Source: an optimization exercise on an open RTL-to-GDS flow (aim: small area). Production flows keep margins and buffers that such runs may drop. The RTL was checked by simulation tests, not by an equivalence proof against the original design. Power is estimated from default activity; no workload was simulated.

==> inputs of run a <==
// TrafficLight
module TrafficLight(
rst, clk, timescale, add_hour, emergency, LCD_RS, LCD_RW, LCD_DATA, pedestrian, E_T, W_T, S_T, N_T
    );
clock: 10.0 ns
lec_check: 0
abc_area: 1
cap_margin: 20
core_margin: 2
core_utilization: 60
place_density: 0.72
slew_margin: 20
standard.sh (not shown) runs the stock make flow with config.mk's settings and CLKGATE_MAP_FILE= SYNTH_SCRIPT=/design/flow/synth_recipe.tcl, a recipe that flattens the netlist after the stock synthesis.
==> flow/flow/run.sh <==
#!/bin/bash
# Own layout flow: the standard flow with these changes to cut cell area.
#  1. Synthesis (my_synth.tcl) is synth_recipe.tcl with a stronger area-only
#     ABC script (area.abc) and without adder extraction. Flip-flops are
#     mapped before ABC, so registers, their names and cells are unchanged;
#     this is checked against the standard flow's own synthesis, and if they differ the
#     flow falls back to the standard flow's synthesis.
#  2. Port buffers are buf_1 cells.
#  3. Clock tree built from small clock buffers, without dummy loads.
# Each step's full output goes to a log file in the work folder.
set -euo pipefail
W=$PWD
export MY_ABC_SCRIPT=$W/flow/area.abc
export BUFFER_PORTS_ARGS="-buffer_cell sky130_fd_sc_hd__buf_1"
export CTS_ARGS="-sink_clustering_enable -repair_clock_nets -buf_list {sky130_fd_sc_hd__clkbuf_8} -sink_clustering_size 20 -sink_clustering_max_diameter 60 -dont_use_dummy_load"
RES=orfs/results/${FLOW_PLATFORM}/TrafficLight/base
REF=ref/results/${FLOW_PLATFORM}/TrafficLight/base
flops() { grep -oE "sky130_fd_sc_hd__(df|edf|sdf|dl)[a-z0-9_]+ +[^ ]+" "$1" | sed -E 's/_[0-9]+ / /' | sort; }
# The standard flow's own synthesis, for reference
sed -e "s#WORK_HOME=[^ ]*#WORK_HOME=$W/ref #" standard.sh > ref_synth.sh
bash ref_synth.sh synth > ref_synth.log 2>&1
# own synthesis
sed -e "s#SYNTH_SCRIPT=[^ ]*#SYNTH_SCRIPT=$W/flow/my_synth.tcl #" standard.sh > own_synth.sh
bash own_synth.sh synth > synth.log 2>&1
if ! diff <(flops $REF/1_2_yosys.v) <(flops $RES/1_2_yosys.v) > flops.diff; then
  echo "registers differ from bench's synthesis; using bench's synthesis" | tee -a synth.log
  rm -rf orfs
  bash standard.sh synth > synth_fallback.log 2>&1
fi
bash standard.sh > layout.log 2>&1
==> flow/flow/area.abc <==
strash
&get -n
&deepsyn -T 60
&dch -f -r
&nf -a -R 1000 -E 10
&put
topo
Other scripts of this flow, unchanged in this note and not shown: flow/flow/my_synth.tcl
==> inputs of run b, as changes to run a <==
--- a/flow/flow/run.sh
+++ b/flow/flow/run.sh
@@ -9,13 +9,13 @@
 #  3. Clock tree built from small clock buffers, without dummy loads.
 # Each step's full output goes to a log file in the work folder.
 set -euo pipefail
 W=$PWD
 export MY_ABC_SCRIPT=$W/flow/area.abc
 export BUFFER_PORTS_ARGS="-buffer_cell sky130_fd_sc_hd__buf_1"
-export CTS_ARGS="-sink_clustering_enable -repair_clock_nets -buf_list {sky130_fd_sc_hd__clkbuf_8} -sink_clustering_size 20 -sink_clustering_max_diameter 60 -dont_use_dummy_load"
+export CTS_ARGS="-sink_clustering_enable -repair_clock_nets -buf_list {sky130_fd_sc_hd__clkbuf_4 sky130_fd_sc_hd__clkbuf_8} -sink_clustering_size 10 -sink_clustering_max_diameter 30 -dont_use_dummy_load"
 RES=orfs/results/${FLOW_PLATFORM}/TrafficLight/base
 REF=ref/results/${FLOW_PLATFORM}/TrafficLight/base
 flops() { grep -oE "sky130_fd_sc_hd__(df|edf|sdf|dl)[a-z0-9_]+ +[^ ]+" "$1" | sed -E 's/_[0-9]+ / /' | sort; }
 # The standard flow's own synthesis, for reference
 sed -e "s#WORK_HOME=[^ ]*#WORK_HOME=$W/ref #" standard.sh > ref_synth.sh
 bash ref_synth.sh synth > ref_synth.log 2>&1
==> flow/flow/area.abc (replaced) <==
strash
&get -n
&deepsyn -T 60
&nf -a -R 1000
&put
topo
CORE_UTILIZATION = 40   (was 60)
PLACE_DENSITY = unset   (was 0.72)
==> inputs of run c, as changes to run a <==
--- a/flow/design.v
+++ b/flow/design.v
@@ -19,41 +19,45 @@
 module Watch(rst, clk, timescale, add_hour, day_or_night,
              watch_H_ten, watch_H_one, watch_M_ten, watch_M_one, watch_S_ten, watch_S_one,
              sec_tick, half_sec);
 input rst, clk;
 input add_hour;               
 input [1:0] timescale;
-output day_or_night;          
+output reg day_or_night;      
 output reg [3:0] watch_H_ten, watch_H_one, watch_M_one, watch_S_one;
 output reg [2:0] watch_M_ten, watch_S_ten;
 output sec_tick;
 output reg half_sec;
 reg [4:0] d0;
-reg [8:0] u;
+reg d1, d2, d4;
+reg [2:0] d3, d5;
+reg [1:0] d6;
 reg ticked;
-reg is_day;                   
-assign day_or_night = ~is_day;
 reg dot;
 reg hc1, hc2;                 
-wire z1 = |u;                                     
-wire z2 = |u[8:1];                                
-wire z3 = |u[8:2];                                
-wire z4 = |u[8:5] | (u[4] & (u[3] | u[2]));       
-wire z5 = |u[8:6] | (u[5] & (u[4] | u[3]));       
-wire z6 = u[8] | (u[7] & u[6] & (u[5] | u[4] | u[3]));   
-wire z7 = u[8] & u[7] & u[4];                     
+wire z6 = d6[1] | d6[0];                  
+wire z5 = z6 | d5[0] | d5[2];             
+wire z4 = z5 | d4;                        
+wire z3 = z4 | d3[0] | d3[2];             
+wire z2 = z3 | d2;                        
+wire z1 = z2 | d1;                        
 reg tick, half;
 always @* begin
     case (timescale)
-    2'd0: begin tick = z7; half = z6; end
-    2'd1: begin tick = z5; half = z4; end
-    2'd2: begin tick = z3; half = z2; end
+    2'd0: begin tick = d6[1]; half = z6; end
+    2'd1: begin tick = z5;    half = z4; end
+    2'd2: begin tick = z3;    half = z2; end
     default: begin tick = z2; half = z1; end
     endcase
 end
 wire c0 = d0[4] & d0[3];                  
+wire c1 = c0 & d1;
+wire c2 = c1 & d2;
+wire c3 = c2 & d3[2] & ~d3[1];            
+wire c4 = c3 & d4;
+wire c5 = c4 & d5[2] & ~d5[1];
 wire lo = ticked & ~z1;
 wire p1 = lo & (d0 == 5'd1);
 assign sec_tick = lo & (d0 == 5'd2);
 wire s0  = (watch_S_one == 4'd0);
 wire s00 = s0 & (watch_S_ten == 3'd0);
 wire m0  = (watch_M_one == 4'd0);
@@ -63,42 +67,47 @@
 wire p9 = lo & (d0 == 5'd9) & s00 & m0 & (watch_M_ten == 3'd0);
 wire hev = p9 | add_hour;
 wire h23 = (watch_H_ten == 4'd2) & (watch_H_one == 4'd3);
 wire hwrap = (watch_H_one == 4'd9) | h23;
 always @(negedge rst or posedge clk) begin
     if (!rst) begin
-        d0 <= 5'd0; u <= 9'd0;
+        d0 <= 5'd0; d1 <= 1'b0; d2 <= 1'b0; d3 <= 3'd0; d4 <= 1'b0; d5 <= 3'd0; d6 <= 2'd0;
         ticked <= 1'b0;
         watch_S_one <= 4'd0;
         watch_S_ten <= 3'd0;
         watch_M_one <= 4'd0;
         watch_M_ten <= 3'd0;
         watch_H_one <= 4'd0;
         watch_H_ten <= 4'd0;
         hc1 <= 1'b0;
         hc2 <= 1'b0;
-        is_day <= 1'b0;
+        day_or_night <= 1'b1;
     end else begin
         if (tick) begin
-            d0 <= 5'd0; u <= 9'd0;
+            d0 <= 5'd0; d1 <= 1'b0; d2 <= 1'b0; d3 <= 3'd0; d4 <= 1'b0; d5 <= 3'd0; d6 <= 2'd0;
             ticked <= 1'b1;
         end else begin
             d0 <= c0 ? 5'd0 : d0 + 5'd1;
-            if (c0) u <= u + 9'd1;
+            if (c0) d1 <= ~d1;
+            if (c1) d2 <= ~d2;
+            if (c2) d3 <= {d3[1], d3[0], ~d3[2] & ~d3[1]};
+            if (c3) d4 <= ~d4;
+            if (c4) d5 <= {d5[1], d5[0], ~d5[2] & ~d5[1]};
+            if (c5) d6 <= d6 + 2'd1;
         end
         if (p1) watch_S_one <= (watch_S_one == 4'd9) ? 4'd0 : watch_S_one + 4'd1;
         if (p3) watch_S_ten <= (watch_S_ten == 3'd5) ? 3'd0 : watch_S_ten + 3'd1;
         if (p5) watch_M_one <= (watch_M_one == 4'd9) ? 4'd0 : watch_M_one + 4'd1;
         if (p7) watch_M_ten <= (watch_M_ten == 3'd5) ? 3'd0 : watch_M_ten + 3'd1;
         if (hev) watch_H_one <= hwrap ? 4'd0 : watch_H_one + 4'd1;
         hc1 <= hev & hwrap;
         hc2 <= hc1;
         if (hc2) watch_H_ten <= ((watch_H_ten == 4'd2) & ~watch_H_one[0]) ? 4'd0 : watch_H_ten + 4'd1;
-        is_day <= ((watch_H_ten == 4'd0) & (watch_H_one >= 4'd8)) |
-                  (watch_H_ten == 4'd1) |
-                  ((watch_H_ten == 4'd2) & (watch_H_one <= 4'd2));
+        day_or_night <= ~(((watch_H_ten == 4'd0) & (watch_H_one >= 4'd8)) |
+                          (watch_H_ten == 4'd1) |
+                          ((watch_H_ten == 4'd2) & (watch_H_one <= 4'd2)));
     end
 end
 always @(posedge clk) begin
     if (tick) dot <= 1'b0;
     else if (half) dot <= 1'b1;
     half_sec <= dot;
@@ -120,20 +129,19 @@
            DISP_ONOFF = 3'b011,
            LINE1 = 3'b100,
            LINE2 = 3'b101,
            DELAY_T = 3'b110,
            CLEAR_DISP = 3'b111;
 reg [2:0] state;
-reg [4:0] lo, hi;
+reg [9:0] cnt;
 reg [3:0] cap;
-wire [9:0] cnt = {5'd0, lo};
-wire end71  = hi[1] & lo[2] & lo[1] & lo[0];           
-wire end30  = lo[4] & lo[3] & lo[2] & lo[1];
-wire end25  = lo[4] & lo[3] & lo[0];
-wire end800 = (hi == 5'b01001);                       
-wire end15  = lo[3] & lo[2] & lo[1] & lo[0];
+wire end71  = cnt[6] & cnt[2] & cnt[1] & cnt[0];
+wire end30  = cnt[4] & cnt[3] & cnt[2] & cnt[1];
+wire end25  = cnt[4] & cnt[3] & cnt[0];
+wire end800 = cnt[9] & cnt[8] & cnt[5];
+wire end15  = cnt[3] & cnt[2] & cnt[1] & cnt[0];
 reg done;
 reg [2:0] next;
 always @* begin
     case (state)
     DELAY:        begin done = end71;  next = FUNCTION_SET; end
     FUNCTION_SET: begin done = end30;  next = DISP_ONOFF; end
@@ -145,22 +153,18 @@
     default:      begin done = end15;  next = LINE1; end
     endcase
 end
 always @(posedge clk or negedge rst) begin
     if (!rst) begin
         state <= DELAY;
-        lo <= 5'd0;
-        hi <= 5'd0;
+        cnt <= 10'd0;
     end else if (done) begin
         state <= next;
-        lo <= 5'd0;
-        hi <= 5'd0;
-    end else begin
-        lo <= lo + 5'd1;
-        if (&lo) hi <= {hi[3:0], ~(hi[4] ^ hi[2])};
-    end
+        cnt <= 10'd0;
+    end else
+        cnt <= cnt + 10'd1;
 end
 always @(posedge clk) begin
     if (state[0]) begin
         if (cnt[4:0] == 5'd8) cap <= {1'b0, t_state} + 4'd1;
         else cap <= {3'b000, day_or_night};
     end else begin
@@ -171,13 +175,13 @@
         5'd11: cap <= watch_M_one;
         5'd13: cap <= {1'b0, watch_S_ten};
         default: cap <= watch_S_one;
         endcase
     end
 end
-assign in_reset = (state == DELAY) & (lo == 5'd0) & (hi == 5'd0);
+assign in_reset = (state == DELAY) & (cnt == 10'd0);
 wire n = cap[0];
 always @* begin
     case (state)
     DELAY:        {LCD_RS, LCD_RW, LCD_DATA} = in_reset ? 10'b1_1_0000_0000 : 10'b1_1_0010_0000;
     FUNCTION_SET: {LCD_RS, LCD_RW, LCD_DATA} = 10'b0_0_0011_1000;
     DISP_ONOFF:   {LCD_RS, LCD_RW, LCD_DATA} = 10'b0_0_0000_1100;
--- a/flow/flow/run.sh
+++ b/flow/flow/run.sh
@@ -9,13 +9,13 @@
 #  3. Clock tree built from small clock buffers, without dummy loads.
 # Each step's full output goes to a log file in the work folder.
 set -euo pipefail
 W=$PWD
 export MY_ABC_SCRIPT=$W/flow/area.abc
 export BUFFER_PORTS_ARGS="-buffer_cell sky130_fd_sc_hd__buf_1"
-export CTS_ARGS="-sink_clustering_enable -repair_clock_nets -buf_list {sky130_fd_sc_hd__clkbuf_8} -sink_clustering_size 20 -sink_clustering_max_diameter 60 -dont_use_dummy_load"
+export CTS_ARGS="-sink_clustering_enable -repair_clock_nets -buf_list {sky130_fd_sc_hd__clkbuf_4 sky130_fd_sc_hd__clkbuf_8} -sink_clustering_size 10 -sink_clustering_max_diameter 30 -dont_use_dummy_load"
 RES=orfs/results/${FLOW_PLATFORM}/TrafficLight/base
 REF=ref/results/${FLOW_PLATFORM}/TrafficLight/base
 flops() { grep -oE "sky130_fd_sc_hd__(df|edf|sdf|dl)[a-z0-9_]+ +[^ ]+" "$1" | sed -E 's/_[0-9]+ / /' | sort; }
 # The standard flow's own synthesis, for reference
 sed -e "s#WORK_HOME=[^ ]*#WORK_HOME=$W/ref #" standard.sh > ref_synth.sh
 bash ref_synth.sh synth > ref_synth.log 2>&1
==> flow/flow/area.abc (replaced) <==
strash
&get -n
&deepsyn -T 60
&nf -a -R 1000
&put
topo
CORE_UTILIZATION = 40   (was 60)
PLACE_DENSITY = unset   (was 0.72)
==> comparison <==
The highest maximum frequency belongs to run a, the lowest to run c.
Between run a and run b, the lower non-clock buffer count is in run a (gap 1).
Die area: run b is larger than run a (48%).
Of run b and run c, run c has the higher clock power (gap about 2%, measured against run c).
Between run c and run b, the lower clock skew is in run b (gap 0.0038 ns).
==> figures <==
                                                                      run c     run a     run b
Result of the run                          no timing/DRC/antenna violations  no timing/DRC/antenna violations  no timing/DRC/antenna violations
Sequential fraction of the synthesis area                             48.9%     48.2%     48.1%
PnR worst setup slack                                               4.64 ns   5.25 ns   5.19 ns
Final cycle utilization of the critical path                          53.6%     47.5%     48.1%
Filler-free cell count of the finished design                           670       632       662
Share of synthesized flip-flops with an asynchronous set or reset     83.5%     83.1%     83.1%
Per-instance average area after synthesis                          9.04 um2  8.84 um2  9.14 um2
Clock buf/inv share                                                   2.58%     2.63%     2.59%
Number of register bits inferred by synthesis                            85        83        83
Number of instances in the placed design                                661       623       653
Number of DRC markers after the initial detailed-route iteration        269       227       285
Sequential fraction of total cell area                                44.5%     44.3%     43.7%

## what the ideal ports hide
No port has a modelled driver above. Below, the same layouts with a new extraction and two added sets of constraints.
Step 1 (the two cells are an assumption about what drives the block):
set clk [get_ports {clk}]
set_driving_cell -lib_cell sky130_fd_sc_hd__clkbuf_16 $clk
set_driving_cell -lib_cell sky130_fd_sc_hd__buf_2 [delete_from_list [all_inputs] $clk]
Step 2 also shifts input and output timing later by t, the mid clock arrival at the registers, as if the neighbouring blocks saw the same clock.
a / b / c = ideal ports / drivers / drivers and shift; a / b = the first two.
run | t, ns | setup WS [ns] | latest minus earliest clock arrival (ns) | worst data-port slew with drivers (ns)
run a | 0.377 | 5.250 / 5.218 / 5.595 | 0.031 / 0.030 | 0.03
run b | 0.376 | 5.194 / 5.162 / 5.538 | 0.022 / 0.022 | 0.04
run c | 0.388 | 4.644 / 4.612 / 5.000 | 0.031 / 0.031 | 0.03
After both steps every run listed still meets setup and hold.
